Source: an optimization exercise on an open RTL-to-GDS flow (aim: small area, a short achievable clock period and few clock cycles). Production flows keep margins and buffers that such runs may drop.
Where RTL was checked, it was by simulation tests only, not by an equivalence proof against the original.

## job 711
## geofence
module geofence (clk, reset, X, Y, valid, is_inside);
input clk;
input reset;
input [9:0] X;
input [9:0] Y;
output reg valid;
output reg is_inside;
localparam S0 = 2'd0, S1 = 2'd1, S3 = 2'd3;
reg [3:0] cnt;           
reg [1:0] st;
reg       sf;
reg [9:0] px, py;        
reg       wsx, wsy;      
reg [9:0] wmx, wmy_n;        
wire [9:0] wmy = ~wmy_n;
reg       lsx, lsy, rsx, rsy;
reg [9:0] lmx_n, lmy, rmx_n, rmy;       
wire [9:0] lmx = ~lmx_n, rmx = ~rmx_n;
wire [10:0] dx = {1'b0, X} - {1'b0, px};
wire [10:0] dy = {1'b0, Y} - {1'b0, py};
wire       dsx = dx[10];
wire       dsy = dy[10];
wire [9:0] dmx = (dx[9:0] ^ {10{dsx}}) + {9'd0, dsx};
wire [9:0] dmy = (dy[9:0] ^ {10{dsy}}) + {9'd0, dsy};
wire lzx = lmx == 0, lzy = lmy == 0, wzx = wmx == 0, wzy = wmy == 0;
wire rzx = rmx == 0, rzy = rmy == 0;
wire a_s1 = lsx ^ wsy, a_s2 = lsy ^ wsx;      
wire b_s1 = wsy ^ rsx, b_s2 = wsx ^ rsy;      
wire a_n, a_z, b_n, b_z;
xsign ua (.a(lmx), .b(wmy), .c(lmy), .d(wmx), .inj(a_s1),  .neg(a_n), .zero(a_z));
xsign ub (.a(wmy), .b(rmx), .c(wmx), .d(rmy), .inj(!b_s1), .neg(b_n), .zero(b_z));
wire a_fz = (lzx || wzy) && (lzy || wzx);     
wire b_fz = (wzy || rzx) && (wzx || rzy);
wire a_neg  = (a_s1 != a_s2) ? (a_s1 && !a_fz) : (a_s1 ^ a_n);
wire a_zero = (a_s1 != a_s2) ? a_fz : a_z;
wire b_neg  = (b_s1 != b_s2) ? (!b_s1 && !b_fz) : !(b_s1 ^ b_n);
wire b_zero = (b_s1 != b_s2) ? b_fz : b_z;
wire w_zero = wzx && wzy;
wire opp = ((!lzx && (lsx != wsx)) || (!lzy && (lsy != wsy))) &&
  ...
For scale: ~1600 cells after synthesis, about 24 I/O pins, roughly 16000 um2 of cells after synthesis.
clock: 13.0 ns
lec_check: 0
cap_margin: 20
core_margin: 2
core_utilization: 40
slew_margin: 20
standard.sh (not shown) runs the stock make flow with config.mk's settings and CLKGATE_MAP_FILE= SYNTH_SCRIPT=/design/flow/synth_recipe.tcl, a recipe that flattens the netlist after the stock synthesis.
==> flow/flow/run.sh <==
#!/bin/bash
# Standard ORFS layout with two additions (same clock period and constraints):
#  1. after the standard synthesis, flow/polarity.py removes the inverters that
#     Yosys's full-adder extraction leaves between adders (logic unchanged);
#  2. timing repair aims at a larger setup slack than the default.
set -euo pipefail
RES="$PWD/orfs/results/$FLOW_PLATFORM/geofence/base"
LIB="$FLOW_HOME/platforms/$FLOW_PLATFORM/lib/sky130_fd_sc_hd__tt_025C_1v80.lib"
bash standard.sh "$RES/1_2_yosys.v" > synth.log 2>&1
cp "$RES/1_2_yosys.v" 1_2_yosys.before_polarity.v
python3 flow/polarity.py "$RES/1_2_yosys.v" "$LIB" > polarity.log 2>&1
bash standard.sh SETUP_SLACK_MARGIN=6.25 finish > layout.log 2>&1
Other scripts of this flow, unchanged in this note and not shown: flow/flow/polarity.py
Job 711: all stages complete, timing, DRC and antenna checks passed
Testbench counts of job 711, summed over its fixed seeds: cycles 12,800.
Inputs modified between job 711 and job 2275:
-- flow/flow/run.sh --
<<< job 711, line 11
python3 flow/polarity.py "$RES/1_2_yosys.v" "$LIB" > polarity.log 2>&1
bash standard.sh SETUP_SLACK_MARGIN=6.25 finish > layout.log 2>&1
>>> job 2275, line 11
python3 flow/polarity.py "$RES/1_2_yosys.v" "$LIB" > polarity.log 2>&1
bash standard.sh SETUP_SLACK_MARGIN=5.75 finish > layout.log 2>&1
The run with more setup slack is job 711; job 2275 has less. Looking at critical path startpoint, the rmx_n[8]$_DFFE_PP_ result is from job 711; the rmx_n[4]$_DFFE_PP_ one comes from job 2275. Per the comparison of job 2275 with job 711, routed wirelength normalized by instance count fell 0.49 um; area used by sequential logic in the layout fell by 0.90%; minimum setup slack among reg-to-reg paths went down 0.44 ns. | instance area at placement | job 711 vs job 2275 | ≈ equal |. Reported for job 2275 and job 711, H-tree depth reported by CTS turned out identical to the last digit. Final worst hold slack, job 2275 and job 711: larger value in job 711. Effective utilization at floorplan came out exactly the same in job 2275 and job 711.
diff inputs: job 2275 => job 3493
-- flow/flow/run.sh --
<<< job 2275, line 11
python3 flow/polarity.py "$RES/1_2_yosys.v" "$LIB" > polarity.log 2>&1
bash standard.sh SETUP_SLACK_MARGIN=5.75 finish > layout.log 2>&1
>>> job 3493, line 11
python3 flow/polarity.py "$RES/1_2_yosys.v" "$LIB" > polarity.log 2>&1
bash standard.sh SETUP_SLACK_MARGIN=6.5 finish > layout.log 2>&1
Notes after the runs:
Summary of job 3493 over job 2275: final period utilization now sits lower, worst path setup slack after routing saw an increase.
The required time of the critical path was comparable across job 2275 and job 3493.
| count of buffers not belonging to the clock network in the layout | job 3493 vs job 2275 | 150% higher |
Going from job 2275 to job 3493, cell area went up, vias after detailed routing shows an increase of 3.9%.
Final cell count in job 3493 is 97 above job 2275.

* * *

Setup of run 1:
geofence again, from the RTL that the note above started with.
export LEC_CHECK = 0
export ABC_AREA = 1
export CAP_MARGIN = 20
export CORE_MARGIN = 2
export CORE_UTILIZATION = 40
export SLEW_MARGIN = 20
create_clock -name core_clock -period 13.0 [get_ports {clk}]
==> flow/flow/run.sh <==
#!/bin/bash
# Standard ORFS layout with two additions (same clock period and constraints):
#  1. after the standard synthesis, flow/polarity.py removes the inverters that
#     Yosys's full-adder extraction leaves between adders (logic unchanged);
#  2. timing repair aims at a larger setup slack than the default.
set -euo pipefail
RES="$PWD/orfs/results/$FLOW_PLATFORM/geofence/base"
LIB="$FLOW_HOME/platforms/$FLOW_PLATFORM/lib/sky130_fd_sc_hd__tt_025C_1v80.lib"
bash standard.sh "$RES/1_2_yosys.v" > synth.log 2>&1
cp "$RES/1_2_yosys.v" 1_2_yosys.before_polarity.v
python3 flow/polarity.py "$RES/1_2_yosys.v" "$LIB" > polarity.log 2>&1
bash standard.sh SETUP_SLACK_MARGIN=6 finish > layout.log 2>&1
Other scripts of this flow, unchanged in this note and not shown: flow/flow/polarity.py
Testbench counts of run 1, summed over its fixed seeds: cycles 12,800.
Inputs modified between run 1 and run 2:
- TNS_END_PERCENT newly set to 5
- ABC_AREA removed (was 1)
### Flow results
- Run 2 finished every stage and its layout cleared the timing, DRC and antenna checks.
- Lower cell area after layout goes to run 2 over run 1.
- Taking run 1 as the reference, in run 2 final critical-path setup slack went down 0.29 ns, layout-stage area growth over the synthesis result went up 3.8 points, summed instance area of the synthesized netlist went down 5.8%, die area went down about 6%.
- Run 2 against run 1: clock skew moved up, global-route usage moved up, via count moved down, wire length moved down.
The following lists how run 3 was set up differently from run 2:
- changing CORE_UTILIZATION from 40 to 55
- removing TNS_END_PERCENT (formerly 5)
Findings:
Run 3 | status: complete | timing, DRC, antenna: pass. [compare] base=run 2 new=run 3: final cycle utilization of the critical path lower, maximum clock skew at final layout higher. The run with more setup slack is run 3; run 2 has less. Relative to run 2, proportion of cell area occupied by multi-input gates decreased by 0.80 points in run 3. Changes observed in run 3 relative to run 2: number of global-route vias before repair ~0 delta, routed length on met3 -11%, first-pass detailed-route iteration total -3. Run 3 against run 2: detailed placement HPWL went down, aggregate routed wire length went down, number of fill cells went down. Comparing run 3 and run 2, the lower worst reg2reg path depth was measured on run 2.
Modified inputs, run 4 compared to run 3
- a change of CORE_UTILIZATION from 55 to 40
Notes after the runs:
- Sequential fraction of total cell area: run 4 vs run 3 up 0.19 points
- rsx$_DFFE_PP_ as the critical path capture point was reported by run 3, and rmx_n[2]$_DFFE_PP_ by run 4.
- Cell area after placement delta for run 4 relative to run 3: 150 um^2 higher
- Run 4: final net count is about 1.5% lower than what run 3 reported.
- Compared to run 3, run 4 shows a wider setup margin.
- Run 4 ends up with a number of DRC markers after the initial detailed-route iteration that is 76 higher than in run 3.

* * *

Another version of the RTL of geofence (not shown whole).
Size in the first run: roughly 1600 cells after synthesis, about 24 I/O pins.
==> flow/config.mk <==
export PLATFORM = sky130hd
export DESIGN_NAME = geofence
export DESIGN_NICKNAME = geofence
export VERILOG_FILES = /design/flow/design.v
export SDC_FILE = /design/flow/constraint.sdc
export NUM_CORES = 4
export LEC_CHECK = 0
export ABC_CLOCK_PERIOD_IN_PS = 4000
export CAP_MARGIN = 20
export CORE_MARGIN = 2
export CORE_UTILIZATION = 40
export SLEW_MARGIN = 20
==> flow/constraint.sdc <==
create_clock -name core_clock -period 13.0 [get_ports {clk}]
set_input_delay 2.6000 -clock core_clock [delete_from_list [all_inputs] [get_ports {clk}]]
set_output_delay 2.6000 -clock core_clock [all_outputs]
set_load 0.01 [all_outputs]
==> flow/flow/run.sh <==
#!/bin/bash
# Standard ORFS layout with two additions (same clock period and constraints):
#  1. after the standard synthesis, flow/polarity.py removes the inverters that
#     Yosys's full-adder extraction leaves between adders (logic unchanged);
#  2. timing repair aims at a larger setup slack than the default.
set -euo pipefail
RES="$PWD/orfs/results/$FLOW_PLATFORM/geofence/base"
LIB="$FLOW_HOME/platforms/$FLOW_PLATFORM/lib/sky130_fd_sc_hd__tt_025C_1v80.lib"
bash standard.sh "$RES/1_2_yosys.v" > synth.log 2>&1
cp "$RES/1_2_yosys.v" 1_2_yosys.before_polarity.v
python3 flow/polarity.py "$RES/1_2_yosys.v" "$LIB" > polarity.log 2>&1
bash standard.sh SETUP_SLACK_6.5=MARGIN finish > layout.log 2>&1
Other scripts of this flow, unchanged in this note and not shown: flow/flow/polarity.py
The starting point passed the timing, DRC and antenna checks.
Edit:
--- a/flow/config.mk
+++ b/flow/config.mk
@@ -8 +7,0 @@
-export ABC_CLOCK_PERIOD_IN_PS = 4000
After rerunning: Design area is unchanged; cell count does not change; synthesized area does not change; hold slack is unchanged.
Edit:
--- a/flow/flow/run.sh
+++ b/flow/flow/run.sh
@@ -12 +12 @@
-bash standard.sh SETUP_SLACK_6.5=MARGIN finish > layout.log 2>&1
+bash standard.sh SETUP_SLACK_MARGIN=3 finish > layout.log 2>&1
--- a/flow/config.mk
+++ b/flow/config.mk
@@ -10 +10,2 @@
-export CORE_UTILIZATION = 40
+export CORE_UTILIZATION = 65
+export PLACE_DENSITY = 0.75
Synthesized cell count is unchanged.
Critical path depth fell by 1.
Wire length fell by 5.6%.
Sequential cell count does not change.
Function was not checked in any run of this note: the RTL went through the layout flow alone.

* * *

Another version of the RTL of geofence (not shown whole).
For scale: roughly 1400 cells after synthesis, roughly 24 I/O pins.
Design geofence, start of the top module:
module geofence (clk, reset, X, Y, valid, is_inside);
input clk;
input reset;
input [9:0] X;
input [9:0] Y;
output reg valid;
output reg is_inside;
localparam S0 = 2'd0, S1 = 2'd1, S3 = 2'd3;
reg [3:0] cnt;           
reg [1:0] st;
reg       sf;
reg       z0;
reg [9:0] px, py;        
reg       wsx, wsy;      
reg [9:0] wmx, wmy_n;        
wire [9:0] wmy = ~wmy_n;
reg       lsx, lsy, rsx, rsy;
reg [9:0] lmx_n, lmy, rmx_n, rmy;       
wire [9:0] lmx = ~lmx_n, rmx = ~rmx_n;
wire [10:0] dx = {1'b0, X} - {1'b0, px};
wire [10:0] dy = {1'b0, Y} - {1'b0, py};
wire       dsx = dx[10];
wire       dsy = dy[10];
wire [9:0] dmx = (dx[9:0] ^ {10{dsx}}) + {9'd0, dsx};
wire [9:0] dmy = (dy[9:0] ^ {10{dsy}}) + {9'd0, dsy};
wire lzx = lmx == 0, lzy = lmy == 0, wzx = wmx == 0, wzy = wmy == 0;
wire rzx = rmx == 0, rzy = rmy == 0;
wire a_s1 = lsx ^ wsy, a_s2 = lsy ^ wsx;      
wire b_s1 = wsy ^ rsx, b_s2 = wsx ^ rsy;      
wire a_n, b_n;
xsign ua (.a(lmx), .b(wmy), .c(lmy), .d(wmx), .inj(a_s1),  .neg(a_n));
xsign ub (.a(wmy), .b(rmx), .c(wmx), .d(rmy), .inj(!b_s1), .neg(b_n));
wire a_fz = (lzx || wzy) && (lzy || wzx);     
wire b_fz = (wzy || rzx) && (wzx || rzy);
wire a_neg  = (a_s1 != a_s2) ? (a_s1 && !a_fz) : (a_s1 ^ a_n);
wire b_neg  = (b_s1 != b_s2) ? (!b_s1 && !b_fz) : !(b_s1 ^ b_n);
wire w_zero = wzx && wzy;
wire opp = (!lzx && (lsx != wsx)) || (!lzy && (lsy != wsy));
wire set_l  = ((st == S0) && !w_zero) || ((st == S1) && a_neg);
wire set_r  = ((st == S0) && !w_zero) || ((st == S1) && b_neg);
wire flip_l = (st == S3) && a_neg;
wire flip_r = (st == S3) && b_neg;
wire sf_n   = sf || ((st == S1) && a_neg && b_neg);
wire z0_n   = (st == S0) || ((st == S1) && z0 && !a_neg && !b_neg);
reg [1:0] st_n;
always @(*) begin
    st_n = st;
    case (st)
    S0: if (!w_zero) st_n = S1;
    S1: if (!w_zero && z0 && !a_neg && !b_neg && opp) st_n = S3;
    S3: if (a_neg || b_neg) st_n = S1;
    default: st_n = st;
    endcase
end
wire proc = (cnt >= 4'd2) && (cnt <= 4'd8);
always @(posedge clk or posedge reset) begin
  ...
==> flow/config.mk <==
export PLATFORM = sky130hd
export DESIGN_NAME = geofence
export DESIGN_NICKNAME = geofence
export VERILOG_FILES = /design/flow/design.v
export SDC_FILE = /design/flow/constraint.sdc
export NUM_CORES = 4
export LEC_CHECK = 0
export CAP_MARGIN = 20
export CORE_MARGIN = 2
export CORE_UTILIZATION = 40
export SLEW_MARGIN = 20
==> flow/constraint.sdc <==
create_clock -name core_clock -period 13.0 [get_ports {clk}]
set_input_delay 2.6000 -clock core_clock [delete_from_list [all_inputs] [get_ports {clk}]]
set_output_delay 2.6000 -clock core_clock [all_outputs]
set_load 0.01 [all_outputs]
==> flow/flow/run.sh <==
#!/bin/bash
# Standard ORFS layout with two additions (same clock period and constraints):
#  1. after the standard synthesis, flow/polarity.py removes the inverters that
#     Yosys's full-adder extraction leaves between adders (logic unchanged);
#  2. timing repair aims at a larger setup slack than the default.
set -euo pipefail
RES="$PWD/orfs/results/$FLOW_PLATFORM/geofence/base"
LIB="$FLOW_HOME/platforms/$FLOW_PLATFORM/lib/sky130_fd_sc_hd__tt_025C_1v80.lib"
bash standard.sh "$RES/1_2_yosys.v" > synth.log 2>&1
cp "$RES/1_2_yosys.v" 1_2_yosys.before_polarity.v
python3 flow/polarity.py "$RES/1_2_yosys.v" "$LIB" > polarity.log 2>&1
bash standard.sh SETUP_SLACK_MARGIN=6.75 finish > layout.log 2>&1
Other scripts of this flow, unchanged in this note and not shown: flow/flow/polarity.py
The first run completed with no timing, DRC or antenna violations.
Testbench counts at the start, summed over its fixed seeds: cycles 12,800.
Rerun with:
--- a/flow/flow/run.sh
+++ b/flow/flow/run.sh
@@ -11,2 +11,2 @@
 python3 flow/polarity.py "$RES/1_2_yosys.v" "$LIB" > polarity.log 2>&1
-bash standard.sh SETUP_SLACK_MARGIN=6.75 finish > layout.log 2>&1
+bash standard.sh SETUP_SLACK_MARGIN=6.5 finish > layout.log 2>&1
Settings changed: CORE_UTILIZATION 40 to 55.
Effect:
- wire length went down by 9.7%
- clock skew is about the same
- via count went down by 5.3%
- global-route usage went up by 5.5 points
- worst setup slack degrades by 69 ps
- final area went down by about 6%
- flip-flop and latch count is unchanged
- cell count went down by 9.6%
Rerun with:
Settings changed: CORE_UTILIZATION 55 to 40.
Area after synthesis is unchanged.
Core utilization falls by 17 points.
Sequential cell count is unchanged.
Rerun with:
--- a/flow/flow/run.sh
+++ b/flow/flow/run.sh
@@ -11,2 +11,2 @@
 python3 flow/polarity.py "$RES/1_2_yosys.v" "$LIB" > polarity.log 2>&1
-bash standard.sh SETUP_SLACK_MARGIN=6.5 finish > layout.log 2>&1
+bash standard.sh SETUP_SLACK_MARGIN=7 finish > layout.log 2>&1
Result: Worst setup slack gets better by 87 ps; register-to-register slack is better by 90 ps; global-route usage grows by 2.7 points; worst hold slack is better by 21 ps; critical path depth increases by 3; die area is unchanged; cell count goes up by a few percent; clock-buffer cell count went up by 2; first-iteration DRC count rises by a quarter to a third.

==> separate check: timing with driven ports <==
In the flow no input, the clock included, has a driving cell. The finished layouts below were timed again as built, in two steps. Step 1: set_driving_cell puts a clkbuf_16 on clk and a buf_2 on each other input, an assumption about the parent block. Step 2 adds t to the input delays and takes it off the output delays; t is the mean of the earliest and latest rising clock arrival at the registers after step 1. Input paths then give back, and output paths get back, about the clock's delay inside the block. Three values: ideal ports, drivers, drivers and shift; two values: the first two.
run | t (ns) | setup slack, ns | worst setup path at the end | worst data-port slew with drivers (ns)
job 711 | 0.388 | 6.421 / 6.421 / 6.360 | input to register | 0.03
job 2275 | 0.379 | 5.981 / 5.981 / 5.981 | register to register | 0.04
job 3493 | 0.384 | 6.405 / 6.405 / 6.405 | register to register | 0.04
run 1 | 0.382 | 6.374 / 6.374 / 6.374 | register to register | 0.04
run 2 | 0.381 | 6.080 / 6.080 / 6.080 | register to register | 0.04
run 3 | 0.395 | 6.152 / 6.152 / 6.152 | register to register | 0.03
run 4 | 0.380 | 6.207 / 6.207 / 6.207 | register to register | 0.04
the first run of note 3 | 0.395 | 5.448 / 5.448 / 5.448 | register to register | 0.04
the second run of note 3 | 0.395 | 5.448 / 5.448 / 5.448 | register to register | 0.04
the third run of note 3 | 0.403 | 5.183 / 5.183 / 5.183 | register to register | 0.04
the first run of note 4 | 0.396 | 6.762 / 6.762 / 6.659 | input to register | 0.03
the second run of note 4 | 0.391 | 6.693 / 6.693 / 6.397 | input to register | 0.03
the third run of note 4 | 0.395 | 6.701 / 6.701 / 6.464 | input to register | 0.03
the fourth run of note 4 | 0.397 | 6.788 / 6.788 / 6.788 | register to register | 0.03
After both steps setup and hold are still met in every run listed. For the second run of note 4, which loses most, drivers alone change the setup slack by 0.000 ns; drivers and shift together by -0.296 ns.
